Context: an optimization exercise on an open-source flow, tuned for small area and a short achievable clock period. The choices shown serve that exercise and are no tape-out recipe. The RTL was checked by simulation tests, not by an equivalence proof against the original design. Power and IR drop assume default switching activity.

### config.mk
export PLATFORM = sky130hd
export DESIGN_NAME = alu_reg
export DESIGN_NICKNAME = alu_reg
export VERILOG_FILES = /design/flow/design.v
export SDC_FILE = /design/flow/constraint.sdc
export NUM_CORES = 4
export LEC_CHECK = 0
export ABC_AREA = 1
export CAP_MARGIN = 20
export CORE_MARGIN = 2
export CORE_UTILIZATION = 40
export CTS_BUF_LIST = sky130_fd_sc_hd__clkbuf_8
export SETUP_SLACK_MARGIN = 5
export SLEW_MARGIN = 20
export TNS_END_PERCENT = 0
### constraint.sdc
create_clock -name core_clock -period 11.0 [get_ports {clk}]
set_input_delay 2.2000 -clock core_clock [delete_from_list [all_inputs] [get_ports {clk}]]
set_output_delay 2.2000 -clock core_clock [all_outputs]
set_load 0.01 [all_outputs]
### design.v
module alu_reg (
  input clk,
  input [7:0] a,
  input [7:0] b,
  input [3:0] mode,
  output reg [7:0] s,
  output reg cout
);
  reg [7:0] a_q, b_q;
  reg [3:0] mode_q;
  wire [7:0] s_w;
  wire cout_w;
  alu_8_bits alu (.s(s_w), .cout(cout_w), .mode(mode_q), .a(a_q), .b(b_q));
  always @(posedge clk) begin
    a_q <= a;
    b_q <= b;
    mode_q <= mode;
    s <= s_w;
    cout <= cout_w;
  end
endmodule

`timescale 1ns / 1ps
module alu_rcs #(parameter W = 2) (x, y, dif, nb);
  input  [W-1:0] x, y;
  output [W-1:0] dif;
  output         nb;
  localparam L = (W > 8) ? 4 : (W > 4) ? 3 : (W > 2) ? 2 : 1;
  wire [W-1:0] yn = ~y;
  wire [W-1:0] g [0:L];
  wire [W-1:0] p [0:L];
  assign g[0] = (x & yn) | {{(W-1){1'b0}}, x[0] | yn[0]};
  assign p[0] = x | yn;
  genvar l, i;
  generate for (l = 0; l < L; l = l + 1) begin : lvl
    for (i = 0; i < W; i = i + 1) begin : bit_
      if ((i >> l) & 1) begin : join_
        localparam integer J = ((i >> l) << l) - 1;
        assign g[l+1][i] = g[l][i] | (p[l][i] & g[l][J]);
        assign p[l+1][i] = p[l][i] & p[l][J];
      end else begin : pass_
        assign g[l+1][i] = g[l][i];
        assign p[l+1][i] = p[l][i];
      end
    end
  end endgenerate
  assign dif = x ^ yn ^ {g[L][W-2:0], 1'b1};
  assign nb = g[L][W-1];
endmodule
module alu_pfa #(parameter W = 2) (x, y, sum, co);
  input  [W-1:0] x, y;
  output [W-1:0] sum;
  output         co;
  localparam L = (W > 8) ? 4 : (W > 4) ? 3 : (W > 2) ? 2 : 1;
  wire [W-1:0] g [0:L];
  wire [W-1:0] p [0:L];
  assign g[0] = x & y;
  assign p[0] = x | y;
  genvar l, i;
  generate for (l = 0; l < L; l = l + 1) begin : lvl
    for (i = 0; i < W; i = i + 1) begin : bit_
      if ((i >> l) & 1) begin : join_
        localparam integer J = ((i >> l) << l) - 1;
        assign g[l+1][i] = g[l][i] | (p[l][i] & g[l][J]);
        assign p[l+1][i] = p[l][i] & p[l][J];
      end else begin : pass_
        assign g[l+1][i] = g[l][i];
        assign p[l+1][i] = p[l][i];
      end
    end
  end endgenerate
  assign sum = x ^ y ^ {g[L][W-2:0], 1'b0};
  assign co = g[L][W-1];
endmodule
module alu_div4_step #(parameter W = 2) (t, d1, d2, d3, hz1, hz2, hz3, q, r);
  input  [W-1:0] t, d1, d2, d3;
  input          hz1, hz2, hz3;
  output [1:0]   q;
  output [W-1:0] r;
  wire [W-1:0] y1, y2, y3;
  wire c1, c2, c3;
  alu_rcs #(W) u1 (.x(t), .y(d1), .dif(y1), .nb(c1));
  alu_rcs #(W) u2 (.x(t), .y(d2), .dif(y2), .nb(c2));
  alu_rcs #(W) u3 (.x(t), .y(d3), .dif(y3), .nb(c3));
  wire ge1 = hz1 & c1;
  wire ge2 = hz2 & c2;
  wire ge3 = hz3 & c3;
  assign q = {ge2, ge3 | (ge1 & ~ge2)};
  assign r = ge3 ? y3 : ge2 ? y2 : ge1 ? y1 : t;
endmodule
module alu_mul9(m0, m1, m2, m3, p);
  input [8:0] m0;
  input [6:0] m1;
  input [4:0] m2;
  input [2:0] m3;
  output [8:0] p;
  wire mw1 = m0[6] ^ m1[4];
  wire mw2 = m0[6] & m1[4];
  wire mw3 = m0[7] ^ m1[5] ^ m2[3];
  wire mw4 = (m0[7] & m1[5]) | (m0[7] & m2[3]) | (m1[5] & m2[3]);
  wire mw5 = m0[4] ^ m1[2];
  wire mw6 = m0[4] & m1[2];
  wire mw7 = m0[5] ^ m1[3] ^ m2[1];
  wire mw8 = (m0[5] & m1[3]) | (m0[5] & m2[1]) | (m1[3] & m2[1]);
  wire mw9 = m2[2] ^ m3[0] ^ mw1;
  wire mw10 = (m2[2] & m3[0]) | (m2[2] & mw1) | (m3[0] & mw1);
  wire mw11 = m3[1] ^ mw3 ^ mw2;
  wire mw12 = (m3[1] & mw3) | (m3[1] & mw2) | (mw3 & mw2);
  wire mw13 = m0[2] ^ m1[0];
  wire mw14 = m0[2] & m1[0];
  wire mw15 = m0[3] ^ m1[1] ^ mw14;
  wire mw16 = (m0[3] & m1[1]) | (m0[3] & mw14) | (m1[1] & mw14);
  wire mw17 = m2[0] ^ mw5 ^ mw16;
  wire mw18 = (m2[0] & mw5) | (m2[0] & mw16) | (mw5 & mw16);
  wire mw19 = mw7 ^ mw6 ^ mw18;
  wire mw20 = (mw7 & mw6) | (mw7 & mw18) | (mw6 & mw18);
  wire mw21 = mw9 ^ mw8 ^ mw20;
  wire mw22 = (mw9 & mw8) | (mw9 & mw20) | (mw8 & mw20);
  wire mw23 = mw11 ^ mw10 ^ mw22;
  wire mw24 = (mw11 & mw10) | (mw11 & mw22) | (mw10 & mw22);
  wire mw25 = m0[8] ^ m1[6] ^ m2[4] ^ m3[2] ^ mw4 ^ mw12 ^ mw24;
  assign p = {mw25, mw23, mw21, mw19, mw17, mw15, mw13, m0[1], m0[0]};
endmodule
module alu_8_bits(s, cout, mode, a, b);
  input [7:0] a, b;
  input [3:0] mode;
  output [7:0] s;
  output cout;
  wire [15:0] m = 16'd1 << mode;
  wire sub = m[1] | m[14];
  wire [7:0] bb = b ^ {8{sub}};
  wire [7:0] p = a ^ bb;
  wire [8:0] c;
  assign c[0] = sub;
  genvar j;
  generate for (j = 0; j < 8; j = j + 1) begin : add_
    assign c[j+1] = (a[j] & bb[j]) | (p[j] & c[j]);
  end endgenerate
  wire [8:0] sum = {c[8] ^ sub, p ^ c[7:0]};
  wire eq = ~|p;
  wire gt = c[8] & ~&p;
  wire [7:0] g = a & b;
  wire G = m[8] | m[9] | m[11] | m[12];
  wire P = m[9] | m[10] | m[11] | m[13];
  wire inv = m[11] | m[12] | m[13];
  wire lg = m[8] | m[9] | m[10] | inv;
  wire [7:0] f = ((g & {8{G}}) | (p & {8{P}})) ^ {8{inv}};
  wire [7:0] b3s; wire b3c;
  alu_pfa #(8) b3a (.x({1'b0, b[7:1]}), .y(b), .sum(b3s), .co(b3c));
  wire [9:0] b3 = {b3c, b3s, b[0]};
  function [8:0] pick(input [1:0] d, input [8:0] b1, input [8:0] b3x);
    case (d)
      2'd0: pick = 9'd0;
      2'd1: pick = b1;
      2'd2: pick = {b1[7:0], 1'b0};
      default: pick = b3x;
    endcase
  endfunction
  wire [8:0] m0 = pick(a[1:0], {1'b0, b}, b3[8:0]);
  wire [8:0] m1 = pick(a[3:2], {1'b0, b}, b3[8:0]);
  wire [8:0] m2 = pick(a[5:4], {1'b0, b}, b3[8:0]);
  wire [8:0] m3 = pick(a[7:6], {1'b0, b}, b3[8:0]);
  wire [8:0] prod;
  alu_mul9 mul (.m0(m0), .m1(m1[6:0]), .m2(m2[4:0]), .m3(m3[2:0]), .p(prod));
  wire [1:0] qa, qb, qc, qd;
  wire [1:0] ra; wire [3:0] rb; wire [5:0] rc; wire [7:0] rd;
  alu_div4_step #(2) d3s (.t(a[7:6]), .d1(b[1:0]), .d2({b[0], 1'b0}), .d3(b3[1:0]),
    .hz1(b[7:2] == 0), .hz2(b[7:1] == 0), .hz3(b <= 8'd1), .q(qa), .r(ra));
  alu_div4_step #(4) d2s (.t({ra, a[5:4]}), .d1(b[3:0]), .d2({b[2:0], 1'b0}), .d3(b3[3:0]),
    .hz1(b[7:4] == 0), .hz2(b[7:3] == 0), .hz3(b <= 8'd5), .q(qb), .r(rb));
  alu_div4_step #(6) d1s (.t({rb, a[3:2]}), .d1(b[5:0]), .d2({b[4:0], 1'b0}), .d3(b3[5:0]),
    .hz1(b[7:6] == 0), .hz2(b[7:5] == 0), .hz3(b <= 8'd21), .q(qc), .r(rc));
  alu_div4_step #(8) d0s (.t({rc, a[1:0]}), .d1(b[7:0]), .d2({b[6:0], 1'b0}), .d3(b3[7:0]),
    .hz1(1'b1), .hz2(~b[7]), .hz3(b <= 8'd85), .q(qd), .r(rd));
  wire [7:0] quo = {qa, qb, qc, qd} & {8{|b}};
  wire ar  = m[0] | m[1];
  wire shl = m[4] | m[6];
  wire shr = m[5] | m[7];
  assign s = (sum[7:0] & {8{ar}}) | (prod[7:0] & {8{m[2]}}) | (quo & {8{m[3]}})
           | (f & {8{lg}}) | ({a[6:0], 1'b0} & {8{shl}}) | ({1'b0, a[7:1]} & {8{shr}})
           | {7'd0, (m[6] & a[7]) | (m[14] & gt) | (m[15] & eq)} | {m[7] & a[0], 7'd0};
  assign cout = (ar & sum[8]) | (m[2] & prod[8]) | (m[4] & a[7]) | inv;
endmodule
### flow/run.sh
#!/bin/bash
set -euo pipefail
MARGIN=8
BUFCELL=sky130_fd_sc_hd__buf_1
sed -e "s/SETUP_SLACK_MARGIN=[-0-9.]*/SETUP_SLACK_MARGIN=${MARGIN}/" \
    -e "s/\"\\\${@:-finish}\"/BUFFER_PORTS_ARGS=\"-buffer_cell ${BUFCELL}\" \"\${@:-finish}\"/" \
    standard.sh > layout.sh
bash standard.sh synth > make_synth.log 2>&1
bash layout.sh > make_layout.log 2>&1
### standard.sh
#!/bin/bash
# synth_recipe.tcl (not shown) runs the flow's synth.tcl, then flattens the netlist and writes it again
# the make line also repeats each setting of config.mk as NAME=value (left out here)
make -C /OpenROAD-flow-scripts/flow DESIGN_CONFIG=/design/flow/config.mk WORK_HOME=/design/flow/orfs CLKGATE_MAP_FILE= SYNTH_SCRIPT=/design/flow/synth_recipe.tcl "${@:-finish}"
==> results of run 1 <==
-- through the flow --
step                instance area (um2)  cells  util [%]
floorplan                          4970    671         -
global placement                   5180    833      44.8
detailed placement                 5180    833      44.8
CTS                                5890    889      50.9
global route                       6250    914      54.1
finish                             6250    914      54.1
-- tightest hold or removal path, delay by kind of cell, from the launching register on --
family / cells / cell delay, ps
and+or+nand+nor: 2 / 170
AOI/OAI and AO/OA: 1 / 90
DFF: 1 / 390
-- where the power goes --
| group | internal (mW) | switching [mW] |
|---|---|---|
| clock | 0.0567 | 0.0532 |
| combinational | 0.147 | 0.222 |
| sequential | 0.115 | 0.0112 |
-- logic make-up (layout without fill, tap and decap cells) --
family / count (synthesis) / after routing / synth area share, %
AO/OA/AOI/OAI: 115 / 115 / 15.4
XOR/XNOR: 35 / 35 / 6.39
adder cells (fa/ha/maj): 94 / 94 / 28.9
buffers and inverters: 129 / 229 / 10.2
flip-flops: 29 / 29 / 12.1
AND/OR/NAND/NOR: 269 / 269 / 26.9
-- worst min path at each step --
stage / start / end / cells past startpoint
finish: mode_q[1]$_DFF_P_ / cout$_DFF_P_ / 3
global route: mode_q[1]$_DFF_P_ / cout$_DFF_P_ / 3
CTS: b_q[7]$_DFF_P_ / s[1]$_DFF_P_ / 3
detailed placement: a_q[7]$_DFF_P_ / cout$_DFF_P_ / 2
global placement: a_q[7]$_DFF_P_ / cout$_DFF_P_ / 2
floorplan: a_q[7]$_DFF_P_ / cout$_DFF_P_ / 2
-- final cells by class --
class / count / area (um2) / share of cell area (%)
clock buffer: 7 / 96.3 / 1.54
tap: 143 / 179 / 2.86
inverter: 119 / 498 / 7.96
timing repair buffer: 102 / 669 / 10.7
multi-input combinational: 513 / 4190 / 66.9
sequential: 29 / 621 / 9.92
clock inverter: 1 / 5.00 / 0.0800
-- layer usage --
layer	track usage, %	share of wire [%]	up-vias	wire length [um]
met5	0	0	-	0
met4	9.11	2.8	0	478
met3	5.74	7.9	39	1340
met2	43.1	47	225	7850
met1	34.9	43	2430	7210
li1	-	-	2401	-
-- repair_timing --
item,in CTS,in global routing
endpoints found under the hold margin,0,0
pin swaps,37,43
setup buffers,48,25
resized for setup,64,44
endpoints found under the setup margin,9,16
-- flip-flops by register name, summed over array words and instances (netlist names) --
name    cells
cout        1
s           8
b_q         8
mode_q      4
a_q         8
-- synthesized netlist by cell type (6+ instances only) --
library cell and instances:
nand2_2 22, nand3_1 53, dfxtp_1 29, o21ai_0 33
o22ai_1 11, nor3_1 8, fa_1 28, a21oi_1 25
o221ai_1 8, clkbuf_1 8, o211ai_1 10, inv_1 113
a221oi_1 8, ha_1 66, nor2_1 37, nand2_4 8
nand3_2 6, xnor2_1 7, nand2_1 121, xor2_1 28
==> flow_summary.json, run 1 <==
{
  "status": "complete, no violations",
  "design.final.nets": 885,
  "critical_path_peak_fanout": 10,
  "worst_hold_path_type": "reg -> reg",
  "die_area_um2": 12900,
  "numClockSinks": 29,
  "die_height_um": 113,
  "final-max-slew-violation-count": 0,
  "yosys.area.top_type": "ha_1",
  "worstSkewPairLatency_ps": 300,
  "antenna_left": 0,
  "detail_route.wirelength_um": 16900,
  "setup_viol": 0,
  "synth.yosys.warnings": 7,
  "finClkSkew_ps": 14.4,
  "drt_drc_violations_left": 0,
  "cts_root_buffer": "clkbuf_8",
  "rsz_0062_raised_after_global_routing": "true",
  "post_cts_hold_buffer_count": 0,
  "grt_pass1_vias": 5021,
  "max_cap_violations": 0,
  "clk_pin_slew_ps": 70,
  "floorplan.core_area_um2": 11600,
  "max_freq_mhz": 222,
  "clockBufferDepth": 2,
  "largest_net_degree_at_the_start_of_global_routing": 15,
  "number_of_h_tree_branching_levels": 2,
  "synth_area_um2": 4790,
  "ff_to_ff_setup_slack_ps": 6500,
  "power_per_cell_area_nw_per_um2": 96.7,
  "layout-drive-gt1-share_pct": 29.7,
  "number_of_synthesized_flops_with_an_enable_pin": 0,
  "cp-start-kind": "flip-flop",
  "synthArstFlopShare_pct": 0,
  "yosysUniqueCellTypes": 41,
  "timing.critical_path.mode_cell": "nand2_1",
  "critical_path_required_ps": 11180,
  "detailed_route_vias_per_instance": 5.57,
  "layout_common_cells": "103 x nand2_1, 90 x inv_1, 72 x buf_4",
  "cts_tree": "built",
  "fillerInstances": 1075,
  "max-slew-margin-rel_pct": 56.2,
  "die_width_um": 113,
  "avg_inst_size_synth_um2": 7.15,
  "synthCells": 671,
  "crit_family": "simple AND/OR/NAND/NOR gates",
  "core.rowCount": 39,
  "setup_tns_ps": 0,
  "cts_made_buffers": 5,
  "relative_area_change_from_synthesis_to_final_layout_pct": 30.5,
  "area_contributors_post_synth": "ha_1 17%, dfxtp_1 12%, fa_1 12%",
  "critPathCaptureType": "flip-flop",
  "grt_pass1_wl_um": 26600,
  "timing.rr.end": "s[0]$_DFF_P_",
  "diodes": 0,
  "hold_slack_ps": 712,
  "slowest_stage_cell_on_the_critical_path": "dfxtp_4",
  "dpl.hpwl_um": 11900,
  "max_stage_delay_ps": 410,
  "first_pass_iters": 6,
  "worst_slew_pin_slew_ps": 655,
  "synth_largest_type_area_fraction_pct": 17.2,
  "final_hold_viol_count": 0,
  "io_buffers": 29,
  "arrival_ps": 4680,
  "power.leakage_nw": 2.99,
  "wl_per_cell_um": 18.5,
  "place.gp.congestion": 0.929,
  "critical_path_cell_count": 35,
  "layout_min_cycle_time_ps": 4500,
  "synth_top_flop_cell": "dfxtp_1",
  "synth_seq_area_share_pct": 12.1,
  "startpoint": "b_q[0]$_DFF_P_",
  "regToRegStartpoint": "b_q[0]$_DFF_P_",
  "r2r_cells": 35,
  "finalCritPeriodShare_pct": 41.0,
  "criticalPathCategory": "reg -> reg",
  "route.vias.total": 5095,
  "final_critical_path_setup_slack_ps": 6500,
  "grt_antenna_before_repair": 0,
  "violation_count_after_the_first_detailed_route_iteration": 506,
  "start_util_pct": 41.5,
  "grt_util_all_layers_pct": 26.5,
  "worst_path_bufs_invs": 4,
  "post-place-ws_ps": 5650,
  "postSynthRegisterBits": 29,
  "remaining_global_route_overflow": 0,
  "p_total_uw": 605,
  "layout_commonest_cell": "nand2_1",
  "critical_path.endpoint": "s[0]$_DFF_P_",
  "vdd.ir_drop.worst_mv": 0.0525,
  "ioPinCount": 30
}
==> run 2: changes to the inputs <==
--- a/flow/run.sh
+++ b/flow/run.sh
@@ -2,3 +2,3 @@
 set -euo pipefail
-MARGIN=8
+MARGIN=7
 BUFCELL=sky130_fd_sc_hd__buf_1
--- a/config.mk
+++ b/config.mk
@@ -10,3 +10,3 @@
 export CORE_MARGIN = 2
-export CORE_UTILIZATION = 40
+export CORE_UTILIZATION = 50
 export CTS_BUF_LIST = sky130_fd_sc_hd__clkbuf_8
==> flow_summary.json, run 2 <==
{
  "status": "complete, no violations",
  "ioPinCount": 30,
  "numClockSinks": 29,
  "critical_path.endpoint": "s[0]$_DFF_P_",
  "arrival_ps": 4870,
  "critPathCaptureType": "flip-flop",
  "ff_to_ff_setup_slack_ps": 6360,
  "power_per_cell_area_nw_per_um2": 98.9,
  "largest_net_degree_at_the_start_of_global_routing": 16,
  "worst_hold_path_type": "reg -> reg",
  "grt_pass1_vias": 5031,
  "setup_viol": 0,
  "critical_path_cell_count": 37,
  "grt_util_all_layers_pct": 33.6,
  "critical_path_required_ps": 11230,
  "worst_path_bufs_invs": 4,
  "final_hold_viol_count": 0,
  "number_of_synthesized_flops_with_an_enable_pin": 0,
  "route.vias.total": 5117,
  "worst_slew_pin_slew_ps": 724,
  "power.leakage_nw": 2.95,
  "die_width_um": 102,
  "r2r_cells": 37,
  "area_contributors_post_synth": "ha_1 17%, dfxtp_1 12%, fa_1 12%",
  "antenna_left": 0,
  "startpoint": "b_q[4]$_DFF_P_",
  "post_cts_hold_buffer_count": 0,
  "drt_drc_violations_left": 0,
  "cts_made_buffers": 5,
  "synthMostInstantiatedCell": "nand2_1",
  "design.final.nets": 881,
  "synth_largest_type_area_fraction_pct": 17.2,
  "max_freq_mhz": 216,
  "cts_tree": "built",
  "layout_common_cells": "105 x nand2_1, 90 x inv_1, 66 x buf_4",
  "cts_root_buffer": "clkbuf_8",
  "max_stage_delay_ps": 420,
  "vdd.ir_drop.worst_mv": 0.0752,
  "finalCritPeriodShare_pct": 42.2,
  "first_pass_iters": 7,
  "slowest_stage_cell_on_the_critical_path": "fa_1",
  "rsz_0062_raised_after_global_routing": "true",
  "grt_antenna_before_repair": 0,
  "remaining_global_route_overflow": 0,
  "violation_count_after_the_first_detailed_route_iteration": 386,
  "yosys.area.top_type": "ha_1",
  "diodes": 0,
  "postSynthRegisterBits": 29,
  "dpl.hpwl_um": 11800,
  "layout_min_cycle_time_ps": 4640,
  "setup_tns_ps": 0,
  "floorplan.core_area_um2": 9280,
  "criticalPathCategory": "reg -> reg",
  "wl_per_cell_um": 19.1,
  "layout-drive-gt1-share_pct": 28.8,
  "post-place-ws_ps": 5600,
  "worstSkewPairLatency_ps": 290,
  "crit_family": "simple AND/OR/NAND/NOR gates",
  "synth_top_cells_by_count": "121 x nand2_1, 113 x inv_1, 66 x ha_1, 53 x nand3_1, 37 x nor2_1",
  "synth_seq_area_share_pct": 12.1,
  "relative_area_change_from_synthesis_to_final_layout_pct": 29.1,
  "yosysUniqueCellTypes": 41,
  "synth_area_um2": 4790,
  "start_util_pct": 51.6,
  "avg_inst_size_synth_um2": 7.15,
  "detailed_route_vias_per_instance": 5.71,
  "io_buffers": 29,
  "die_height_um": 102,
  "largest_registers_ranked_by_flip_flop_count": "a_q x8, b_q x8, s x8",
  "detail_route.wirelength_um": 17200,
  "critical_path_peak_fanout": 10,
  "clk_pin_slew_ps": 70,
  "cp-start-kind": "flip-flop",
  "final_critical_path_setup_slack_ps": 6360,
  "place.gp.congestion": 0.948,
  "regToRegStartpoint": "b_q[4]$_DFF_P_",
  "timing.rr.end": "s[0]$_DFF_P_",
  "synth.yosys.warnings": 7,
  "timing.critical_path.mode_cell": "nand2_2",
  "finClkSkew_ps": 9.98,
  "layout_commonest_cell": "nand2_1",
  "clockBufferDepth": 2,
  "synthCells": 671,
  "final-max-slew-violation-count": 0,
  "synthArstFlopShare_pct": 0,
  "synth_top_flop_cell": "dfxtp_1",
  "grt_pass1_wl_um": 26400,
  "max-slew-margin-rel_pct": 51.5,
  "number_of_h_tree_branching_levels": 2,
  "core.rowCount": 35,
  "die_area_um2": 10400,
  "max_cap_violations": 0
}
## run 2: repair_timing
action,4_1_cts,5_1_grt
pin swaps,27,41
setup buffers,51,18
setup endpoints to repair,8,8
gates resized for setup,55,47
## run 2: worst min path at each step
stage / from / end / depth (start not counted)
4_1_cts: mode_q[1]$_DFF_P_ / cout$_DFF_P_ / 3
2_1_floorplan: a_q[7]$_DFF_P_ / cout$_DFF_P_ / 2
3_5_place_dp: a_q[7]$_DFF_P_ / cout$_DFF_P_ / 2
5_1_grt: a_q[7]$_DFF_P_ / s[6]$_DFF_P_ / 3
6_report: mode_q[1]$_DFF_P_ / cout$_DFF_P_ / 3
3_3_place_gp: a_q[7]$_DFF_P_ / cout$_DFF_P_ / 2
## run 2: power by group
part	leakage [nW]	internal [mW]	switching, mW
Clock	0.0574	0.0737	0.0506
Sequential	0.248	0.115	0.0113
Combinational	2.65	0.142	0.219
Total	2.95	0.331	0.281
## run 2: cell families after synthesis
kind of cell | synth area share, %
and+or+nand+nor | 26.9
buffers and inverters | 10.2
AOI/OAI and AO/OA | 15.4
adders and majority gates | 28.9
xor gates and xnor gates | 6.39
DFF | 12.1
## run 2: metal layers
metal / GRT usage [%] / routed length (um) / up-vias
li1: - / - / 2389
met1: 44.9 / 7270 / 2427
met2: 54.9 / 7880 / 241
met3: 4.99 / 1320 / 60
met4: 12.9 / 683 / 0
met5: 0 / 0 / -
## run 2: layout make-up
| class | count | area, um2 |
|---|---|---|
| multi-input cells | 513 | 4150 |
| fillers | 822 | 3090 |
| repair buffers | 98 | 638 |
| flip-flops and latches | 29 | 617 |
| inverters | 119 | 502 |
| well taps | 129 | 161 |
| clock buffers | 6 | 82.6 |
| clock inverters | 2 | 37.5 |
## run 2: metrics by stage
stage                     instances  power [mW]  util, %  area [um2]  hold slack [ps]
after floorplan                 671       0.355        -        4970              571
after global placement          819       0.433     55.6        5170              652
after detailed placement        819       0.432     55.6        5170              644
after CTS                       878       0.587     63.4        5880              705
after global routing            896       0.658     66.7        6190              765
final                           896       0.612     66.7        6190              698
## run 2: worst register-to-register path, delay by kind of cell (launching register included)
kind | cells | cell delay (ps)
buffers and inverters | 4 | 490
AO/OA/AOI/OAI | 2 | 280
AND/OR/NAND/NOR | 27 | 2410
adder cells (fa/ha/maj) | 4 | 1020
flip-flops | 1 | 380
==> run 3: changes to the inputs <==
--- a/config.mk
+++ b/config.mk
@@ -10,3 +10,3 @@
 export CORE_MARGIN = 2
-export CORE_UTILIZATION = 50
+export CORE_UTILIZATION = 40
 export CTS_BUF_LIST = sky130_fd_sc_hd__clkbuf_8
==> flow_summary.json, run 3 <==
{
  "status": "complete, no violations",
  "layout_commonest_cell": "nand2_1",
  "postSynthRegisterBits": 29,
  "synth_seq_area_share_pct": 12.1,
  "grt_util_all_layers_pct": 26.5,
  "yosys.area.top_type": "ha_1",
  "design.final.nets": 885,
  "layout-drive-gt1-share_pct": 29.7,
  "grt_pass1_wl_um": 26600,
  "finalCritPeriodShare_pct": 41.0,
  "antenna_left": 0,
  "clk_pin_slew_ps": 70,
  "die_width_um": 113,
  "place.gp.congestion": 0.929,
  "grt_antenna_before_repair": 0,
  "criticalPathCategory": "reg -> reg",
  "die_area_um2": 12900,
  "post_synth_fa_ha_maj_area_fraction_pct": 28.9,
  "detail_route.wirelength_um": 16900,
  "first_pass_iters": 6,
  "floorplan.core_area_um2": 11600,
  "power_per_cell_area_nw_per_um2": 96.7,
  "worst_hold_path_type": "reg -> reg",
  "synth_top_flop_cell": "dfxtp_1",
  "timing.critical_path.mode_cell": "nand2_1",
  "die_height_um": 113,
  "critPathCaptureType": "flip-flop",
  "arrival_ps": 4680,
  "remaining_global_route_overflow": 0,
  "drt_drc_violations_left": 0,
  "synth_area_um2": 4790,
  "number_of_synthesized_flops_with_an_enable_pin": 0,
  "synth_top_cells_by_count": "121 x nand2_1, 113 x inv_1, 66 x ha_1, 53 x nand3_1, 37 x nor2_1",
  "relative_area_change_from_synthesis_to_final_layout_pct": 30.5,
  "max_freq_mhz": 222,
  "ff_latch_area_um2": 621,
  "ioPinCount": 30,
  "rsz_0062_raised_after_global_routing": "true",
  "diodes": 0,
  "synthMostInstantiatedCell": "nand2_1",
  "power.leakage_nw": 2.99,
  "start_util_pct": 41.5,
  "clockBufferDepth": 2,
  "critical_path_required_ps": 11180,
  "dpl.hpwl_um": 11900,
  "synth.yosys.warnings": 7,
  "cts_root_buffer": "clkbuf_8",
  "placed_cells": 833,
  "number_of_h_tree_branching_levels": 2,
  "synth.mux.area_fraction_pct": 0,
  "slowest_stage_cell_on_the_critical_path": "dfxtp_4",
  "yosysUniqueCellTypes": 41,
  "max_stage_delay_ps": 410,
  "wl_per_cell_um": 18.5,
  "cts_tree": "built",
  "cts_made_buffers": 5,
  "post-place-ws_ps": 5650,
  "final-max-slew-violation-count": 0,
  "finClkSkew_ps": 14.4,
  "synth_largest_type_area_fraction_pct": 17.2,
  "post_synth_and_or_nand_nor_area_fraction_pct": 26.9,
  "instances_no_fill": 914,
  "worst_slew_pin_slew_ps": 655,
  "fillerInstances": 1075,
  "synth_top_family_by_area": "adder cells",
  "post_synth_xor_area_fraction_pct": 6.39,
  "final_critical_path_setup_slack_ps": 6500,
  "largest_net_degree_at_the_start_of_global_routing": 15,
  "synthArstFlopShare_pct": 0,
  "vdd.ir_drop.worst_mv": 0.0525,
  "setup_tns_ps": 0,
  "setup_viol": 0,
  "p_total_uw": 605,
  "violation_count_after_the_first_detailed_route_iteration": 506,
  "worstSkewPairLatency_ps": 300,
  "layout_common_cells": "103 x nand2_1, 90 x inv_1, 72 x buf_4",
  "multi_input_area_um2": 4190,
  "io_buffers": 29,
  "grt_pass1_vias": 5021,
  "critical_path_peak_fanout": 10,
  "synth-compound-area-share_pct": 15.4,
  "largest_registers_ranked_by_flip_flop_count": "a_q x8, b_q x8, s x8",
  "area_contributors_post_synth": "ha_1 17%, dfxtp_1 12%, fa_1 12%",
  "synthCells": 671,
  "route.vias.total": 5095,
  "avg_inst_size_synth_um2": 7.15,
  "core.rowCount": 39,
  "max_cap_violations": 0,
  "layout_min_cycle_time_ps": 4500,
  "cp-start-kind": "flip-flop",
  "max-slew-margin-rel_pct": 56.2,
  "detailed_route_vias_per_instance": 5.57,
  "final_hold_viol_count": 0,
  "numClockSinks": 29,
  "hold_slack_ps": 712
}
-- run 3: cell counts after synthesis --
No cell type changed its count.
-- run 3: path summary, 6_finish.rpt --
| path | slack (ps) | cells after the start | end | from |
|---|---|---|---|---|
| max | 6500 | 35 | s[0]$_DFF_P_ | b_q[0]$_DFF_P_ |
| min reg2reg | 710 | 3 | cout$_DFF_P_ | mode_q[1]$_DFF_P_ |
| max reg2reg | 6500 | 35 | s[0]$_DFF_P_ | b_q[0]$_DFF_P_ |
| min | 710 | 3 | cout$_DFF_P_ | mode_q[1]$_DFF_P_ |
-- run 3: layer usage --
| metal | global-route usage (%) | up-vias | routed length, um |
|---|---|---|---|
| li1 | - | 2401 | - |
| met1 | 34.9 | 2430 | 7210 |
| met2 | 43.1 | 225 | 7850 |
| met3 | 5.74 | 39 | 1340 |
| met4 | 9.11 | 0 | 478 |
| met5 | 0 | - | 0 |
-- run 3: per-stage QoR --
stage               utilization, %  cell area, um2
floorplan                        -            4970
global placement              44.8            5180
detailed placement            44.8            5180
CTS                           50.9            5890
global route                  54.1            6250
finish                        54.1            6250
-- run 3: final cells by class --
type                    count  share of cell area [%]
clock inverters             1                  0.0800
repair buffers            102                    10.7
flip-flops and latches     29                    9.92
multi-input cells         513                    66.9
well taps                 143                    2.86
clock buffers               7                    1.54
inverters                 119                    7.96
-- run 3: critical path, delay by kind of cell, from the launching register on --
kind,cells,cell delay (ps)
simple gates,23,1900
fa+ha+maj,4,910
compound gates,4,690
flops,1,410
buf+inv,4,480
-- run 3: where the power goes --
group          switching [mW]  total (mW)  internal (mW)  leakage [nW]
Clock                  0.0532       0.110         0.0567        0.0542
Combinational           0.222       0.368          0.147          2.69
Sequential             0.0112       0.126          0.115         0.248
-- run 3: repair_timing --
item / 4_1_cts / 5_1_grt
pin swaps: 37 / 43
hold buffers: 0 / 0
cloned: 0 / 0
resized for setup: 64 / 44
endpoints found under the setup margin: 8 / 7
setup buffers: 48 / 25
-- run 3: kinds of logic (layout without fill, tap and decap cells) --
family	count (synthesis)	count (layout)
flops	29	29
fa+ha+maj	94	94
simple gates	269	269
compound gates	115	115
xor+xnor	35	35
buf+inv	129	229
==> run 4: changes to the inputs <==
--- a/config.mk
+++ b/config.mk
@@ -12,2 +12,3 @@
 export CTS_BUF_LIST = sky130_fd_sc_hd__clkbuf_8
+export PLACE_DENSITY = 0.75
 export SETUP_SLACK_MARGIN = 5
==> flow_summary.json, run 4 <==
{
  "grt_pass1_wl_um": 25300,
  "largest_registers_ranked_by_flip_flop_count": "a_q x8, b_q x8, s x8",
  "setup_viol": 0,
  "layout_common_cells": "101 x nand2_1, 91 x inv_1, 70 x buf_4",
  "p_total_uw": 599,
  "detailed_route_vias_per_instance": 5.76,
  "arrival_ps": 4800,
  "power.leakage_nw": 2.99,
  "postSynthRegisterBits": 29,
  "grt_util_all_layers_pct": 24.8,
  "power.share.combinational_pct": 62.4,
  "place.gp.congestion": 0.952,
  "final-max-slew-violation-count": 0,
  "rsz_0062_raised_after_global_routing": "true",
  "synth_top_cells_by_count": "121 x nand2_1, 113 x inv_1, 66 x ha_1, 53 x nand3_1, 37 x nor2_1",
  "layout-drive-gt1-share_pct": 30.3,
  "number_of_synthesized_flops_with_an_enable_pin": 0,
  "post_synth_xor_area_fraction_pct": 6.39,
  "post_dp_cell_area_um2": 5180,
  "area_contributors_post_synth": "ha_1 17%, dfxtp_1 12%, fa_1 12%",
  "cp-start-kind": "flip-flop",
  "synth_top_flop_cell": "dfxtp_1",
  "clockBufferDepth": 2,
  "wl_per_cell_um": 18.5,
  "slowest_stage_cell_on_the_critical_path": "dfxtp_4",
  "layout_min_cycle_time_ps": 4630,
  "numClockSinks": 29,
  "critical_path_peak_fanout": 10,
  "placed_cells": 833,
  "floorplan.core_area_um2": 11600,
  "yosys.area.top_type": "ha_1",
  "synthArstFlopShare_pct": 0,
  "remaining_global_route_overflow": 0,
  "cts_tree": "built",
  "worst_slew_pin_slew_ps": 626,
  "setup_tns_ps": 0,
  "post-place-ws_ps": 5690,
  "power_per_cell_area_nw_per_um2": 95.4,
  "worst_hold_path_type": "reg -> reg",
  "layout_commonest_cell": "nand2_1",
  "synthCells": 671,
  "synth-compound-area-share_pct": 15.4,
  "start_util_pct": 41.5,
  "violation_count_after_the_first_detailed_route_iteration": 602,
  "p_sw_share_pct": 48.8,
  "detail_route.wirelength_um": 16900,
  "diodes": 0,
  "largest_net_degree_at_the_start_of_global_routing": 16,
  "synth.yosys.warnings": 7,
  "ioPinCount": 30,
  "final_core_util_pct": 54.2,
  "synth_largest_type_area_fraction_pct": 17.2,
  "max_stage_delay_ps": 410,
  "criticalPathCategory": "reg -> reg",
  "post_synth_fa_ha_maj_area_fraction_pct": 28.9,
  "synth_top_family_by_area": "adder cells",
  "die_area_um2": 12900,
  "hold_slack_ps": 712,
  "max_freq_mhz": 216,
  "synth_area_um2": 4790,
  "avg_inst_size_synth_um2": 7.15,
  "sequential_cell_fraction_of_total_power_pct": 21.1,
  "post_synth_and_or_nand_nor_area_fraction_pct": 26.9,
  "power.switching_uw": 292,
  "core.rowCount": 39,
  "io_buffers": 29,
  "intPower_uw": 307,
  "vdd.ir_drop.worst_mv": 0.0702,
  "design_area_um2": 6270,
  "worstSkewPairLatency_ps": 310,
  "max-slew-margin-rel_pct": 58.1,
  "synthMostInstantiatedCell": "nand2_1",
  "drt_drc_violations_left": 0,
  "cts_made_buffers": 5,
  "first_pass_iters": 5,
  "r2r_cells": 36,
  "synth.mux.area_fraction_pct": 0,
  "post_cts_hold_buffer_count": 0,
  "critical_path_required_ps": 11170,
  "final_hold_viol_count": 0,
  "status": "complete, no violations",
  "synth_seq_area_share_pct": 12.1,
  "die_height_um": 113,
  "design.final.nets": 884,
  "clk_pin_slew_ps": 80,
  "critPathCaptureType": "flip-flop",
  "number_of_h_tree_branching_levels": 2,
  "final_critical_path_setup_slack_ps": 6370,
  "antenna_left": 0,
  "finClkSkew_ps": 25.4,
  "grt_antenna_before_repair": 0,
  "relative_area_change_from_synthesis_to_final_layout_pct": 30.8,
  "instances_no_fill": 913,
  "dpl.hpwl_um": 11000,
  "finalCritPeriodShare_pct": 42.1,
  "route.vias.total": 5255,
  "timing.hold.worst_path_depth": 3,
  "timing.critical_path.mode_cell": "nand2_1",
  "max_cap_violations": 0,
  "yosysUniqueCellTypes": 41,
  "cts_root_buffer": "clkbuf_8",
  "grt_pass1_vias": 4859,
  "die_width_um": 113,
  "clkPwrFrac_pct": 16.5
}
==> run 4: changes by cell type in the layout (fill, tap and decap cells not counted), sizes merged <==
cell	change
clkinv	+2
clkbuf	-2
buf	-1
==> run 4: final timing paths <==
| kind | start | slack (ps) | endpoint |
|---|---|---|---|
| max | b_q[0]$_DFF_P_ | 6370 | s[0]$_DFF_P_ |
| min | mode_q[0]$_DFF_P_ | 710 | cout$_DFF_P_ |
| max reg2reg | b_q[0]$_DFF_P_ | 6370 | s[0]$_DFF_P_ |
| min reg2reg | mode_q[0]$_DFF_P_ | 710 | cout$_DFF_P_ |
==> run 4: cell type report <==
cell class                      count  area (um2)
Fill cell                        1025        5290
Tap cell                          143         179
Multi-Input combinational cell    513        4230
Timing Repair Buffer              101         666
Clock buffer                        5        68.8
Inverter                          119         489
Sequential cell                    29         619
Clock inverter                      3        17.5
==> run 4: what timing repair did <==
item	in CTS	in global routing
resized for setup	70	44
buffers inserted	54	18
endpoints found under the setup margin	8	7
pin swaps	51	57
endpoints found under the hold margin	0	0
==> run 4: power by group through the flow <==
stage	sequential, mW	clock (mW)	combinational (mW)
floorplan	0.130	0	0.225
global placement	0.135	0	0.292
detailed placement	0.135	0	0.293
CTS	0.126	0.0987	0.336
global route	0.127	0.103	0.407
finish	0.126	0.0987	0.374
==> run 4: routing by layer <==
| layer | vias to the layer above | part of all wire (%) | wire, um | track usage [%] |
|---|---|---|---|---|
| li1 | 2394 | - | - | - |
| met1 | 2437 | 39 | 6660 | 32.6 |
| met2 | 333 | 46 | 7690 | 40.2 |
| met3 | 91 | 9.8 | 1650 | 4.89 |
| met4 | 0 | 5.1 | 857 | 10.0 |
| met5 | - | 0 | 0 | 0 |
==> run 4: kinds of logic (layout without fill, tap and decap cells) <==
logic type | count (synthesis) | after routing
buffers and inverters | 129 | 228
AOI/OAI and AO/OA | 115 | 115
adders and majority gates | 94 | 94
xor gates and xnor gates | 35 | 35
DFF | 29 | 29
and+or+nand+nor | 269 | 269
==> run 4: critical path, delay by kind of cell (launching register included) <==
kind / cells / cell delay, ps
adders and majority gates: 4 / 880
DFF: 1 / 410
AOI/OAI and AO/OA: 4 / 670
and+or+nand+nor: 22 / 1930
buffers and inverters: 6 / 600
==> run 5: changes to the inputs <==
==> flow/run.sh (replaced) <==
#!/bin/bash
set -euo pipefail
MARGIN=7
BUFCELL=sky130_fd_sc_hd__buf_1
sed -e "s/SETUP_SLACK_MARGIN=[-0-9.]*/SETUP_SLACK_MARGIN=${MARGIN}/" \
    -e "s/\"\\\${@:-finish}\"/BUFFER_PORTS_ARGS=\"-buffer_cell ${BUFCELL}\" RECOVER_POWER=100 \"\${@:-finish}\"/" \
    standard.sh > layout.sh
bash standard.sh synth > make_synth.log 2>&1
bash layout.sh > make_layout.log 2>&1
--- a/config.mk
+++ b/config.mk
@@ -12,3 +12,2 @@
 export CTS_BUF_LIST = sky130_fd_sc_hd__clkbuf_8
-export PLACE_DENSITY = 0.75
 export SETUP_SLACK_MARGIN = 5
==> flow_summary.json, run 5 <==
{
  "dpl.hpwl_um": 11900,
  "post-place-ws_ps": 5650,
  "layout_min_cycle_time_ps": 5300,
  "power.leakage_nw": 2.99,
  "layout-drive-gt1-share_pct": 28.5,
  "core.rowCount": 39,
  "postSynthRegisterBits": 29,
  "vdd.ir_drop.worst_mv": 0.0521,
  "cts_tree": "built",
  "ff_latch_area_um2": 617,
  "synthCells": 671,
  "start_util_pct": 41.5,
  "detail_route.wirelength_um": 16800,
  "grt_pass1_wl_um": 26600,
  "cp-start-kind": "flip-flop",
  "crit_family": "adder cells",
  "yosys.area.top_type": "ha_1",
  "worst_path_bufs_invs": 6,
  "remaining_global_route_overflow": 0,
  "criticalPathCategory": "reg -> reg",
  "die_area_um2": 12900,
  "synth.yosys.warnings": 7,
  "status": "complete, no violations",
  "fillerInstances": 1086,
  "max_cap_violations": 0,
  "layout_common_cells": "103 x nand2_1, 90 x inv_1, 72 x buf_4",
  "worstSkewPairLatency_ps": 300,
  "synth_area_um2": 4790,
  "critPathCaptureType": "flip-flop",
  "synth_top_flop_cell": "dfxtp_1",
  "worst_slew_pin_slew_ps": 860,
  "area_contributors_post_synth": "ha_1 17%, dfxtp_1 12%, fa_1 12%",
  "synthMostInstantiatedCell": "nand2_1",
  "clk_pin_slew_ps": 70,
  "max_stage_delay_ps": 660,
  "multi_input_area_um2": 4130,
  "final-max-slew-violation-count": 0,
  "violation_count_after_the_first_detailed_route_iteration": 467,
  "grt_util_all_layers_pct": 26.5,
  "post_cts_hold_buffer_count": 0,
  "route.vias.total": 5099,
  "finalCritPeriodShare_pct": 48.2,
  "floorplan.core_area_um2": 11600,
  "largest_net_degree_at_the_start_of_global_routing": 15,
  "number_of_synthesized_flops_with_an_enable_pin": 0,
  "clockBufferDepth": 2,
  "final_hold_viol_count": 0,
  "critical_path_required_ps": 11180,
  "grt_pass1_vias": 5021,
  "setup_tns_ps": 0,
  "max-slew-margin-rel_pct": 42.1,
  "arrival_ps": 5480,
  "synth_largest_type_area_fraction_pct": 17.2,
  "finClkSkew_ps": 13.4,
  "die_width_um": 113,
  "avg_inst_size_synth_um2": 7.15,
  "ioPinCount": 30,
  "p_total_uw": 600,
  "design.final.nets": 885,
  "slowest_stage_cell_on_the_critical_path": "dfxtp_1",
  "wl_per_cell_um": 18.4,
  "number_of_h_tree_branching_levels": 2,
  "die_height_um": 113,
  "synth_seq_area_share_pct": 12.1,
  "place.gp.congestion": 0.929,
  "cts_root_buffer": "clkbuf_8",
  "largest_registers_ranked_by_flip_flop_count": "a_q x8, b_q x8, s x8",
  "io_buffers": 29,
  "diodes": 0,
  "synth_top_cells_by_count": "121 x nand2_1, 113 x inv_1, 66 x ha_1, 53 x nand3_1, 37 x nor2_1",
  "layout_commonest_cell": "nand2_1",
  "max_freq_mhz": 189,
  "drt_drc_violations_left": 0,
  "hold_slack_ps": 710,
  "relative_area_change_from_synthesis_to_final_layout_pct": 29.2,
  "final_critical_path_setup_slack_ps": 5700,
  "numClockSinks": 29,
  "rsz_0062_raised_after_global_routing": "true",
  "power_per_cell_area_nw_per_um2": 96.9,
  "detailed_route_vias_per_instance": 5.58,
  "critical_path_peak_fanout": 7,
  "first_pass_iters": 5,
  "worst_hold_path_type": "reg -> reg",
  "timing.critical_path.mode_cell": "nand2_1",
  "cts_made_buffers": 5,
  "synthArstFlopShare_pct": 0,
  "grt_antenna_before_repair": 0,
  "antenna_left": 0,
  "setup_viol": 0,
  "final_core_util_pct": 53.6,
  "yosysUniqueCellTypes": 41
}
run 5: cell counts after synthesis:
No cell type changed its count.
run 5: path summary, 6_finish.rpt:
| check | from | depth (start not counted) | slack (ps) | to |
|---|---|---|---|---|
| max | b_q[0]$_DFF_P_ | 30 | 5700 | s[0]$_DFF_P_ |
| min | mode_q[0]$_DFF_P_ | 3 | 710 | cout$_DFF_P_ |
| max reg2reg | b_q[0]$_DFF_P_ | 30 | 5700 | s[0]$_DFF_P_ |
| min reg2reg | mode_q[0]$_DFF_P_ | 3 | 710 | cout$_DFF_P_ |
run 5: cell type report:
cell class,instances,share of cell area (%)
Clock buffer,7,1.55
Timing Repair Buffer,102,10.8
Multi-Input combinational cell,513,66.7
Inverter,119,8.04
Tap cell,143,2.89
Clock inverter,1,0.0808
Sequential cell,29,9.96
run 5: metal layers:
metal	vias up	GRT usage [%]	part of all wire (%)
li1	2404	-	-
met1	2417	34.9	43
met2	234	43.1	47
met3	44	5.74	7.7
met4	0	9.11	2.9
met5	-	0	0
run 5: through the flow:
stage,instance area (um2),instances
2_1_floorplan,4970,671
3_3_place_gp,5180,833
3_5_place_dp,5180,833
4_1_cts,5890,889
5_1_grt,6200,914
6_report,6200,914
run 5: what timing repair did:
action,in CTS,in global routing
pin swaps,37,43
setup buffers,48,25
gates resized for setup,64,44
setup endpoints to repair,8,7
run 5: tightest hold or removal path, stage by stage, from the launching register on:
cell and delay (ps):
dfxtp_1 350, nor2_1 150, nand3_1 100, o2111ai_1 80
run 5: report_power, final:
group	internal [mW]	switching [mW]
registers	0.115	0.0111
logic	0.145	0.219
clock network	0.0567	0.0532
run 5: logic make-up after synthesis:
group                    after synthesis  synth area share [%]
adder cells (fa/ha/maj)               94                  28.9
AO/OA/AOI/OAI                        115                  15.4
buffers and inverters                129                  10.2
XOR/XNOR                              35                  6.39
flip-flops                            29                  12.1
AND/OR/NAND/NOR                      269                  26.9
==> run 6: changes to the inputs <==
==> flow/run.sh (replaced) <==
#!/bin/bash
set -euo pipefail
MARGIN=7
BUFCELL=sky130_fd_sc_hd__buf_1
sed -e "s/SETUP_SLACK_MARGIN=[-0-9.]*/SETUP_SLACK_MARGIN=${MARGIN}/" \
    -e "s/\"\\\${@:-finish}\"/BUFFER_PORTS_ARGS=\"-buffer_cell ${BUFCELL}\" REMOVE_ABC_BUFFERS=1 \"\${@:-finish}\"/" \
    standard.sh > layout.sh
bash standard.sh synth > make_synth.log 2>&1
bash layout.sh > make_layout.log 2>&1
==> flow_summary.json, run 6 <==
{
  "status": "complete, no violations",
  "avg_inst_size_synth_um2": 7.15,
  "worst_slew_pin_slew_ps": 710,
  "clockBufferDepth": 2,
  "grt_antenna_before_repair": 0,
  "synth_largest_type_area_fraction_pct": 17.2,
  "ff_to_ff_setup_slack_ps": 6350,
  "critPathCaptureType": "flip-flop",
  "remaining_global_route_overflow": 0,
  "max_cap_violations": 0,
  "ioPinCount": 30,
  "cts_root_buffer": "clkbuf_8",
  "min_delay_worst_endpoint": "cout$_DFF_P_",
  "number_of_h_tree_branching_levels": 2,
  "cp-start-kind": "flip-flop",
  "io_buffers": 29,
  "clk_pin_slew_ps": 80,
  "criticalPathCategory": "reg -> reg",
  "max-slew-margin-rel_pct": 52.5,
  "floorplan.core_area_um2": 11600,
  "worst_hold_path_type": "reg -> reg",
  "synthCells": 671,
  "worst_path_bufs_invs": 4,
  "postSynthRegisterBits": 29,
  "synthMostInstantiatedCell": "nand2_1",
  "synth.yosys.warnings": 7,
  "grt_pass1_wl_um": 27800,
  "rsz_0062_raised_after_global_routing": "true",
  "critical_path_required_ps": 11180,
  "relative_area_change_from_synthesis_to_final_layout_pct": 27.6,
  "route.vias.total": 5150,
  "largest_net_degree_at_the_start_of_global_routing": 15,
  "layout_commonest_cell": "nand2_1",
  "hold_start": "mode_q[1]$_DFF_P_",
  "grt_util_all_layers_pct": 27.9,
  "diodes": 0,
  "crit_family": "simple AND/OR/NAND/NOR gates",
  "die_height_um": 113,
  "layout-drive-gt1-share_pct": 27.8,
  "first_pass_iters": 5,
  "synthArstFlopShare_pct": 0,
  "wl_per_cell_um": 19.2,
  "detailed_route_vias_per_instance": 5.65,
  "yosys.area.top_type": "ha_1",
  "power.leakage_nw": 2.92,
  "timing.hold.worst_path_depth": 3,
  "die_area_um2": 12900,
  "numClockSinks": 29,
  "violation_count_after_the_first_detailed_route_iteration": 435,
  "design.final.nets": 883,
  "grt_pass1_vias": 5205,
  "largest_registers_ranked_by_flip_flop_count": "a_q x8, b_q x8, s x8",
  "layout_common_cells": "105 x nand2_1, 95 x inv_1, 66 x buf_4",
  "finalCritPeriodShare_pct": 42.3,
  "synth_top_flop_cell": "dfxtp_1",
  "final-max-slew-violation-count": 0,
  "area_contributors_post_synth": "ha_1 17%, dfxtp_1 12%, fa_1 12%",
  "die_width_um": 113,
  "worstSkewPairLatency_ps": 310,
  "finClkSkew_ps": 15.1,
  "max_freq_mhz": 215,
  "vdd.ir_drop.worst_mv": 0.0549,
  "fillerInstances": 1091,
  "power_per_cell_area_nw_per_um2": 96.7,
  "core.rowCount": 39,
  "start_util_pct": 41.5,
  "final_hold_viol_count": 0,
  "drt_drc_violations_left": 0,
  "number_of_synthesized_flops_with_an_enable_pin": 0,
  "yosysUniqueCellTypes": 41,
  "cts_tree": "built",
  "synth_top_cells_by_count": "121 x nand2_1, 113 x inv_1, 66 x ha_1, 53 x nand3_1, 37 x nor2_1",
  "setup_tns_ps": 0,
  "critical_path_peak_fanout": 5,
  "startpoint": "b_q[0]$_DFF_P_",
  "timing.rr.end": "s[0]$_DFF_P_",
  "synth_area_um2": 4790,
  "regToRegStartpoint": "b_q[0]$_DFF_P_",
  "max_stage_delay_ps": 360,
  "cts_made_buffers": 5,
  "antenna_left": 0,
  "post_cts_hold_buffer_count": 0,
  "setup_viol": 0,
  "slowest_stage_cell_on_the_critical_path": "dfxtp_4",
  "hold_slack_ps": 734,
  "arrival_ps": 4830,
  "layout_min_cycle_time_ps": 4650,
  "dpl.hpwl_um": 12500,
  "r2r_cells": 39,
  "p_total_uw": 592,
  "detail_route.wirelength_um": 17500,
  "place.gp.congestion": 0.937,
  "synth_seq_area_share_pct": 12.1
}
==> run 6: worst min-delay path: stages (launching register included) <==
cell	delay, ps
dfxtp_2	390
nor2_1	80
nand3_1	90
o2111ai_1	100
==> run 6: worst max path at each step <==
stage	cells past startpoint	end	slack (ps)
after floorplan	36	s[0]$_DFF_P_	6190
after global placement	35	s[0]$_DFF_P_	4920
after detailed placement	35	s[0]$_DFF_P_	4820
after CTS	37	s[0]$_DFF_P_	6450
after global routing	35	s[0]$_DFF_P_	6080
final	39	s[0]$_DFF_P_	6350
==> run 6: area by class of cell <==
cell class              instances  area [um2]  share of cell area (%)
repair buffers                100         678                    11.1
inverters                     119         487                    7.95
multi-input cells             513        4070                    66.6
clock inverters                 3        17.5                   0.286
well taps                     143         179                    2.92
flip-flops and latches         29         616                    10.1
clock buffers                   5        68.8                    1.12
==> run 6: per-stage QoR <==
step,instances,cell area [um2],worst slack (ps),util (%)
3_5_place_dp,834,5050,4820,43.7
6_report,912,6120,6350,52.9
5_1_grt,912,6120,6080,52.9
2_1_floorplan,661,4750,6190,-
4_1_cts,904,6020,6450,52.1
3_3_place_gp,834,5050,4920,43.7
==> run 6: what timing repair did <==
action | 4_1_cts | 5_1_grt
buffers inserted | 62 | 8
endpoints found under the hold margin | 0 | 0
resized for setup | 118 | 11
pin swaps | 49 | 14
setup endpoints to repair | 9 | 8
==> run 6: power by group <==
group,switching (mW),total (mW),internal (mW)
sequential,0.0107,0.126,0.115
clock,0.0497,0.0934,0.0436
combinational,0.224,0.372,0.149
==> run 6: cells by family after synthesis <==
| family | Yosys count | synth area share [%] |
|---|---|---|
| buffers and inverters | 129 | 10.2 |
| DFF | 29 | 12.1 |
| AOI/OAI and AO/OA | 115 | 15.4 |
| xor gates and xnor gates | 35 | 6.39 |
| and+or+nand+nor | 269 | 26.9 |
| adders and majority gates | 94 | 28.9 |
==> run 6: per-layer routing <==
metal / vias up / global-route usage, % / wire length (um)
met5: - / 0 / 0
met2: 250 / 45.4 / 8230
met4: 0 / 12.4 / 675
met1: 2446 / 36.3 / 7340
met3: 58 / 5.05 / 1270
li1: 2396 / - / -
==> run 7: changes to the inputs <==
==> flow/run.sh (replaced) <==
#!/bin/bash
set -euo pipefail
MARGIN=7
BUFCELL=sky130_fd_sc_hd__buf_1
sed -e "s/SETUP_SLACK_MARGIN=[-0-9.]*/SETUP_SLACK_MARGIN=${MARGIN}/" \
    -e "s/\"\\\${@:-finish}\"/BUFFER_PORTS_ARGS=\"-buffer_cell ${BUFCELL}\" SKIP_CTS_REPAIR_TIMING=1 \"\${@:-finish}\"/" \
    standard.sh > layout.sh
bash standard.sh synth > make_synth.log 2>&1
bash layout.sh > make_layout.log 2>&1
==> flow_summary.json, run 7 <==
{
  "min_delay_worst_endpoint": "s[6]$_DFF_P_",
  "cp-start-kind": "flip-flop",
  "clkPwrFrac_pct": 18.4,
  "synthArstFlopShare_pct": 0,
  "critical_path_required_ps": 11180,
  "vdd.ir_drop.worst_mv": 0.0519,
  "intPower_uw": 314,
  "cts_root_buffer": "clkbuf_8",
  "final_hold_viol_count": 0,
  "r2r_cells": 34,
  "wl_per_cell_um": 18.5,
  "largest_registers_ranked_by_flip_flop_count": "a_q x8, b_q x8, s x8",
  "timing.hold.worst_path_depth": 2,
  "setup_viol": 0,
  "grt_pass1_wl_um": 24900,
  "detailed_route_vias_per_instance": 5.59,
  "max-slew-margin-rel_pct": 53.9,
  "layout_commonest_cell": "nand2_1",
  "layout_common_cells": "105 x nand2_1, 92 x inv_1, 63 x buf_4",
  "max_cap_violations": 0,
  "grt_pass1_vias": 4742,
  "setup_tns_ps": 0,
  "place.gp.congestion": 0.929,
  "postSynthRegisterBits": 29,
  "synth_largest_type_area_fraction_pct": 17.2,
  "max_freq_mhz": 219,
  "synthCells": 671,
  "dpl.hpwl_um": 11900,
  "area_contributors_post_synth": "ha_1 17%, dfxtp_1 12%, fa_1 12%",
  "placed_cells": 833,
  "largest_net_degree_at_the_start_of_global_routing": 19,
  "criticalPathCategory": "reg -> reg",
  "rsz_0062_raised_after_global_routing": "true",
  "start_util_pct": 41.5,
  "design.final.nets": 879,
  "power.share.combinational_pct": 60.3,
  "clk_pin_slew_ps": 80,
  "die_width_um": 113,
  "die_area_um2": 12900,
  "timing.critical_path.mode_cell": "nand2_1",
  "synth_top_cells_by_count": "121 x nand2_1, 113 x inv_1, 66 x ha_1, 53 x nand3_1, 37 x nor2_1",
  "synthMostInstantiatedCell": "nand2_1",
  "sequential_cell_fraction_of_total_power_pct": 21.3,
  "cts_tree": "built",
  "synth_top_flop_cell": "dfxtp_1",
  "cts_made_buffers": 5,
  "violation_count_after_the_first_detailed_route_iteration": 502,
  "yosysUniqueCellTypes": 41,
  "synth_seq_area_share_pct": 12.1,
  "max_stage_delay_ps": 540,
  "critPathCaptureType": "flip-flop",
  "layout_min_cycle_time_ps": 4570,
  "clockBufferDepth": 2,
  "worst_hold_path_type": "reg -> reg",
  "ioPinCount": 30,
  "drt_drc_violations_left": 0,
  "worstSkewPairLatency_ps": 300,
  "layout-drive-gt1-share_pct": 27.3,
  "detail_route.wirelength_um": 16800,
  "power.switching_uw": 283,
  "diodes": 0,
  "fillerInstances": 1095,
  "power.leakage_nw": 2.95,
  "status": "complete, no violations",
  "synth_area_um2": 4790,
  "first_pass_iters": 5,
  "regToRegStartpoint": "b_q[0]$_DFF_P_",
  "ff_to_ff_setup_slack_ps": 6430,
  "core.rowCount": 39,
  "number_of_h_tree_branching_levels": 2,
  "grt_util_all_layers_pct": 24.8,
  "power_per_cell_area_nw_per_um2": 96.3,
  "numClockSinks": 29,
  "number_of_synthesized_flops_with_an_enable_pin": 0,
  "remaining_global_route_overflow": 0,
  "grt_antenna_before_repair": 0,
  "avg_inst_size_synth_um2": 7.15,
  "worst_slew_pin_slew_ps": 688,
  "slowest_stage_cell_on_the_critical_path": "fa_2",
  "critical_path_peak_fanout": 6,
  "synth.yosys.warnings": 7,
  "final-max-slew-violation-count": 0,
  "relative_area_change_from_synthesis_to_final_layout_pct": 29.3,
  "timing.rr.end": "s[0]$_DFF_P_",
  "instances_no_fill": 908,
  "route.vias.total": 5072,
  "p_sw_share_pct": 47.4,
  "die_height_um": 113,
  "antenna_left": 0,
  "arrival_ps": 4750,
  "finalCritPeriodShare_pct": 41.6,
  "io_buffers": 29,
  "floorplan.core_area_um2": 11600,
  "hold_start": "a_q[7]$_DFF_P_",
  "finClkSkew_ps": 13.6,
  "yosys.area.top_type": "ha_1"
}
## run 7: cell families after synthesis
| family | after synthesis | synth area share, % |
|---|---|---|
| DFF | 29 | 12.1 |
| xor gates and xnor gates | 35 | 6.39 |
| and+or+nand+nor | 269 | 26.9 |
| buffers and inverters | 129 | 10.2 |
| adders and majority gates | 94 | 28.9 |
| AOI/OAI and AO/OA | 115 | 15.4 |
## run 7: worst max path at each step
stage | slack, ps | from | to
2_1_floorplan | 6770 | b_q[1]$_DFF_P_ | s[0]$_DFF_P_
3_3_place_gp | 5670 | b_q[6]$_DFF_P_ | s[0]$_DFF_P_
3_5_place_dp | 5650 | b_q[6]$_DFF_P_ | s[0]$_DFF_P_
4_1_cts | 5610 | b_q[6]$_DFF_P_ | s[0]$_DFF_P_
5_1_grt | 6140 | b_q[0]$_DFF_P_ | s[0]$_DFF_P_
6_report | 6430 | b_q[0]$_DFF_P_ | s[0]$_DFF_P_
## run 7: per-stage QoR
step	setup WS (ps)	hold WS, ps	power [mW]	area [um2]	util (%)
finish	6430	613	0.597	6200	53.6
global route	6140	625	0.646	6200	53.6
CTS	5610	666	0.547	5290	45.7
detailed placement	5650	646	0.434	5180	44.8
global placement	5670	650	0.431	5180	44.8
floorplan	6770	571	0.355	4970	-
## run 7: cell type report
| cell class | instances | area [um2] | share of cell area, % |
|---|---|---|---|
| tap | 143 | 179 | 2.89 |
| clock buffer | 7 | 96.3 | 1.55 |
| inverter | 119 | 503 | 8.11 |
| sequential | 29 | 619 | 9.99 |
| timing repair buffer | 96 | 623 | 10.1 |
| multi-input combinational | 513 | 4170 | 67.3 |
| clock inverter | 1 | 5.00 | 0.0807 |
## run 7: metal layers
layer	share of wire [%]	GRT usage, %	routed length, um
met5	0	0	0
met4	2.2	7.40	362
met3	8.5	4.99	1420
met2	47	40.2	7930
met1	42	33.4	7070
## run 7: power by group through the flow
stage / sequential (mW) / combinational, mW / clock (mW)
after detailed placement: 0.135 / 0.299 / 0
after global routing: 0.128 / 0.398 / 0.120
after CTS: 0.133 / 0.301 / 0.114
after global placement: 0.135 / 0.296 / 0
after floorplan: 0.130 / 0.225 / 0
final: 0.127 / 0.360 / 0.110
## run 7: critical path: cells and delay by family (launching register included)
family | cells | cell delay, ps
AOI/OAI and AO/OA | 2 | 300
xor gates and xnor gates | 1 | 170
adders and majority gates | 5 | 1530
buffers and inverters | 4 | 290
DFF | 1 | 450
and+or+nand+nor | 22 | 1670
==> run 8: changes to the inputs <==
==> flow/run.sh (replaced) <==
#!/bin/bash
set -euo pipefail
MARGIN=7
BUFCELL=sky130_fd_sc_hd__buf_1
sed -e "s/SETUP_SLACK_MARGIN=[-0-9.]*/SETUP_SLACK_MARGIN=${MARGIN}/" \
    -e "s/\"\\\${@:-finish}\"/BUFFER_PORTS_ARGS=\"-buffer_cell ${BUFCELL}\" SETUP_MOVE_SEQUENCE=unbuffer,sizeup,swap \"\${@:-finish}\"/" \
    standard.sh > layout.sh
bash standard.sh synth > make_synth.log 2>&1
bash layout.sh > make_layout.log 2>&1
==> flow_summary.json, run 8 <==
{
  "ff_to_ff_setup_slack_ps": 6090,
  "global_route.usage.met2_pct": 41.0,
  "worst_slew_pin_slew_ps": 678,
  "synthArstFlopShare_pct": 0,
  "critical_path_required_ps": 11170,
  "cp-start-kind": "flip-flop",
  "worstPathCellList": "nor2_1, inv_1, nor2_4, nand2_1, nand2_4, xor2_1, fa_1, fa_1, fa_2, fa_1, inv_1, fa_1, inv_1, fa_1, fa_2, inv_1, o21ai_0, a2111oi_1, nand2_1",
  "area_contributors_post_synth": "ha_1 17%, dfxtp_1 12%, fa_1 12%",
  "postSynthRegisterBits": 29,
  "grt_pass1_vias": 4764,
  "power.leakage_nw": 2.61,
  "synth-compound-area-share_pct": 15.4,
  "max_stage_delay_ps": 580,
  "cts_made_buffers": 5,
  "grt_pass1_wl_um": 25200,
  "grt_antenna_before_repair": 0,
  "synthMostInstantiatedCell": "nand2_1",
  "synth.yosys.warnings": 7,
  "startpoint": "mode_q[3]$_DFF_P_",
  "timing.rr.end": "s[0]$_DFF_P_",
  "placed_cells": 833,
  "layout_min_cycle_time_ps": 4910,
  "largest_registers_ranked_by_flip_flop_count": "a_q x8, b_q x8, s x8",
  "die_area_um2": 12900,
  "final_core_util_pct": 48.2,
  "clockBufferDepth": 2,
  "route.vias.total": 4745,
  "layout-drive-gt1-share_pct": 20.3,
  "drt_drc_violations_left": 0,
  "detailed_route_vias_per_instance": 5.64,
  "avg_inst_size_synth_um2": 7.15,
  "met1_usage_pct": 33.7,
  "r2r_cells": 19,
  "post_dp_cell_area_um2": 5180,
  "post_synth_fa_ha_maj_area_fraction_pct": 28.9,
  "regToRegStartpoint": "mode_q[3]$_DFF_P_",
  "criticalPathCategory": "reg -> reg",
  "layout_common_cells": "101 x nand2_1, 95 x inv_1, 50 x nand3_1, 50 x ha_1, 32 x nor2_1",
  "finClkSkew_ps": 14.2,
  "post_synth_and_or_nand_nor_area_fraction_pct": 26.9,
  "sequential_cell_fraction_of_total_power_pct": 23.3,
  "p_sw_share_pct": 48.2,
  "max_cap_violations": 0,
  "clkPwrFrac_pct": 19.2,
  "clk_pin_slew_ps": 70,
  "floorplan.core_area_um2": 11600,
  "layout_commonest_cell": "nand2_1",
  "design.final.nets": 812,
  "first_pass_iters": 5,
  "critical_path_peak_fanout": 11,
  "diodes": 0,
  "die_height_um": 113,
  "globalRoute.busiestLayer": "met2",
  "wl_per_cell_um": 18.5,
  "synth.mux.area_fraction_pct": 0,
  "synth_seq_area_share_pct": 12.1,
  "intPower_uw": 296,
  "setup_viol": 0,
  "largest_net_degree_at_the_start_of_global_routing": 19,
  "relative_area_change_from_synthesis_to_final_layout_pct": 16.3,
  "io_buffers": 29,
  "dpl.hpwl_um": 11900,
  "post-place-ws_ps": 5650,
  "power_per_cell_area_nw_per_um2": 103,
  "number_of_h_tree_branching_levels": 2,
  "worst_hold_path_type": "reg -> reg",
  "grt_util_all_layers_pct": 25.1,
  "vdd.ir_drop.worst_mv": 0.0522,
  "timing.critical_path.mode_cell": "fa_1",
  "status": "complete, no violations",
  "final-max-slew-violation-count": 0,
  "power.switching_uw": 276,
  "fillerInstances": 1156,
  "place.gp.congestion": 0.929,
  "arrival_ps": 5080,
  "violation_count_after_the_first_detailed_route_iteration": 471,
  "number_of_synthesized_flops_with_an_enable_pin": 0,
  "post_synth_xor_area_fraction_pct": 6.39,
  "synth_top_cells_by_count": "121 x nand2_1, 113 x inv_1, 66 x ha_1, 53 x nand3_1, 37 x nor2_1",
  "critical_path.endpoint": "s[0]$_DFF_P_",
  "max_freq_mhz": 204,
  "die_width_um": 113,
  "numClockSinks": 29,
  "cts_tree": "built",
  "final_critical_path_setup_slack_ps": 6090,
  "synth_top_flop_cell": "dfxtp_1",
  "met3_usage_pct": 5.15,
  "synth_area_um2": 4790,
  "hold_slack_ps": 663,
  "critPathCaptureType": "flip-flop",
  "yosysUniqueCellTypes": 41,
  "synth_largest_type_area_fraction_pct": 17.2,
  "max-slew-margin-rel_pct": 54.6,
  "synthCells": 671,
  "slowest_stage_cell_on_the_critical_path": "a2111oi_1",
  "finalCritPeriodShare_pct": 44.7,
  "ioPinCount": 30,
  "worstSkewPairLatency_ps": 300,
  "remaining_global_route_overflow": 0,
  "core.rowCount": 39,
  "start_util_pct": 41.5,
  "detail_route.wirelength_um": 15600,
  "power.share.combinational_pct": 57.4,
  "antenna_left": 0,
  "yosys.area.top_type": "ha_1",
  "instances_no_fill": 841,
  "design_area_um2": 5570,
  "synth_top_family_by_area": "adder cells",
  "cts_root_buffer": "clkbuf_8",
  "p_total_uw": 572,
  "rsz_0062_raised_after_global_routing": "true",
  "final_hold_viol_count": 0,
  "setup_tns_ps": 0
}
==> run 8: repair_timing <==
| action | in CTS | in global routing |
|---|---|---|
| pin swaps | 22 | 34 |
| endpoints found under the hold margin | 0 | 0 |
| buffers inserted | 0 | 0 |
| cloned | 0 | 0 |
| hold buffers | 0 | 0 |
| setup endpoints to repair | 8 | 9 |
| resized for setup | 35 | 43 |
==> run 8: power by group through the flow <==
stage	Clock, mW	Sequential (mW)	Combinational [mW]
after floorplan	0	0.130	0.225
after global placement	0	0.135	0.296
after detailed placement	0	0.135	0.299
after CTS	0.114	0.133	0.310
after global routing	0.120	0.135	0.367
final	0.110	0.134	0.328
==> run 8: worst max-delay path: cells and delay by family (launching register included) <==
kind,cells,cell delay (ps)
compound gates,2,680
buf+inv,4,310
simple gates,5,800
flops,1,360
xor+xnor,1,150
fa+ha+maj,7,2500
==> run 8: layout make-up <==
class / count / area, um2 / area share [%]
Clock inverter: 1 / 5.00 / 0.0898
Timing Repair Buffer: 29 / 109 / 1.95
Tap cell: 143 / 179 / 3.21
Inverter: 119 / 479 / 8.60
Multi-Input combinational cell: 513 / 4100 / 73.5
Clock buffer: 7 / 96.3 / 1.73
Sequential cell: 29 / 611 / 11.0
==> run 8: worst min-delay path by stage <==
stage / to / from / slack, ps / cells after the start
3_5_place_dp: cout$_DFF_P_ / a_q[7]$_DFF_P_ / 650 / 2
4_1_cts: cout$_DFF_P_ / a_q[7]$_DFF_P_ / 670 / 2
3_3_place_gp: cout$_DFF_P_ / a_q[7]$_DFF_P_ / 650 / 2
6_report: cout$_DFF_P_ / a_q[7]$_DFF_P_ / 660 / 2
2_1_floorplan: cout$_DFF_P_ / a_q[7]$_DFF_P_ / 570 / 2
5_1_grt: cout$_DFF_P_ / a_q[7]$_DFF_P_ / 680 / 2
==> run 8: routing by layer <==
| metal | share of wire, % | vias to the layer above | routed length, um |
|---|---|---|---|
| met5 | 0 | - | 0 |
| met2 | 46 | 214 | 7190 |
| li1 | - | 2260 | - |
| met1 | 44 | 2237 | 6850 |
| met3 | 7.6 | 34 | 1190 |
| met4 | 2.4 | 0 | 367 |
==> run 8: cells by family after synthesis <==
family	after synthesis
DFF	29
AOI/OAI and AO/OA	115
and+or+nand+nor	269
adders and majority gates	94
xor gates and xnor gates	35
buffers and inverters	129

## what the ideal ports hide
How much do the figures lean on ideal ports? The routed layouts below were timed once more, with nothing changed but the port constraints. Step 1 assumes that a clkbuf_16 drives the clock port and a buf_2 every other input. Step 2 also shifts input and output timing later by t, the mid clock arrival at the registers, as if the neighbouring blocks saw the same clock. Three values: ideal, step 1, step 2; two values: the first two.
run	t (ns)	slack for setup (ns)
run 1	0.333	6.495 / 6.495 / 6.495
run 2	0.326	6.362 / 6.362 / 6.362
run 3	0.333	6.495 / 6.495 / 6.495
run 4	0.331	6.374 / 6.374 / 6.374
run 5	0.335	5.697 / 5.697 / 5.697
run 6	0.332	6.349 / 6.349 / 6.349
run 7	0.334	6.428 / 6.428 / 6.428
run 8	0.334	6.086 / 6.086 / 6.086
After both steps every run listed still meets setup and hold.
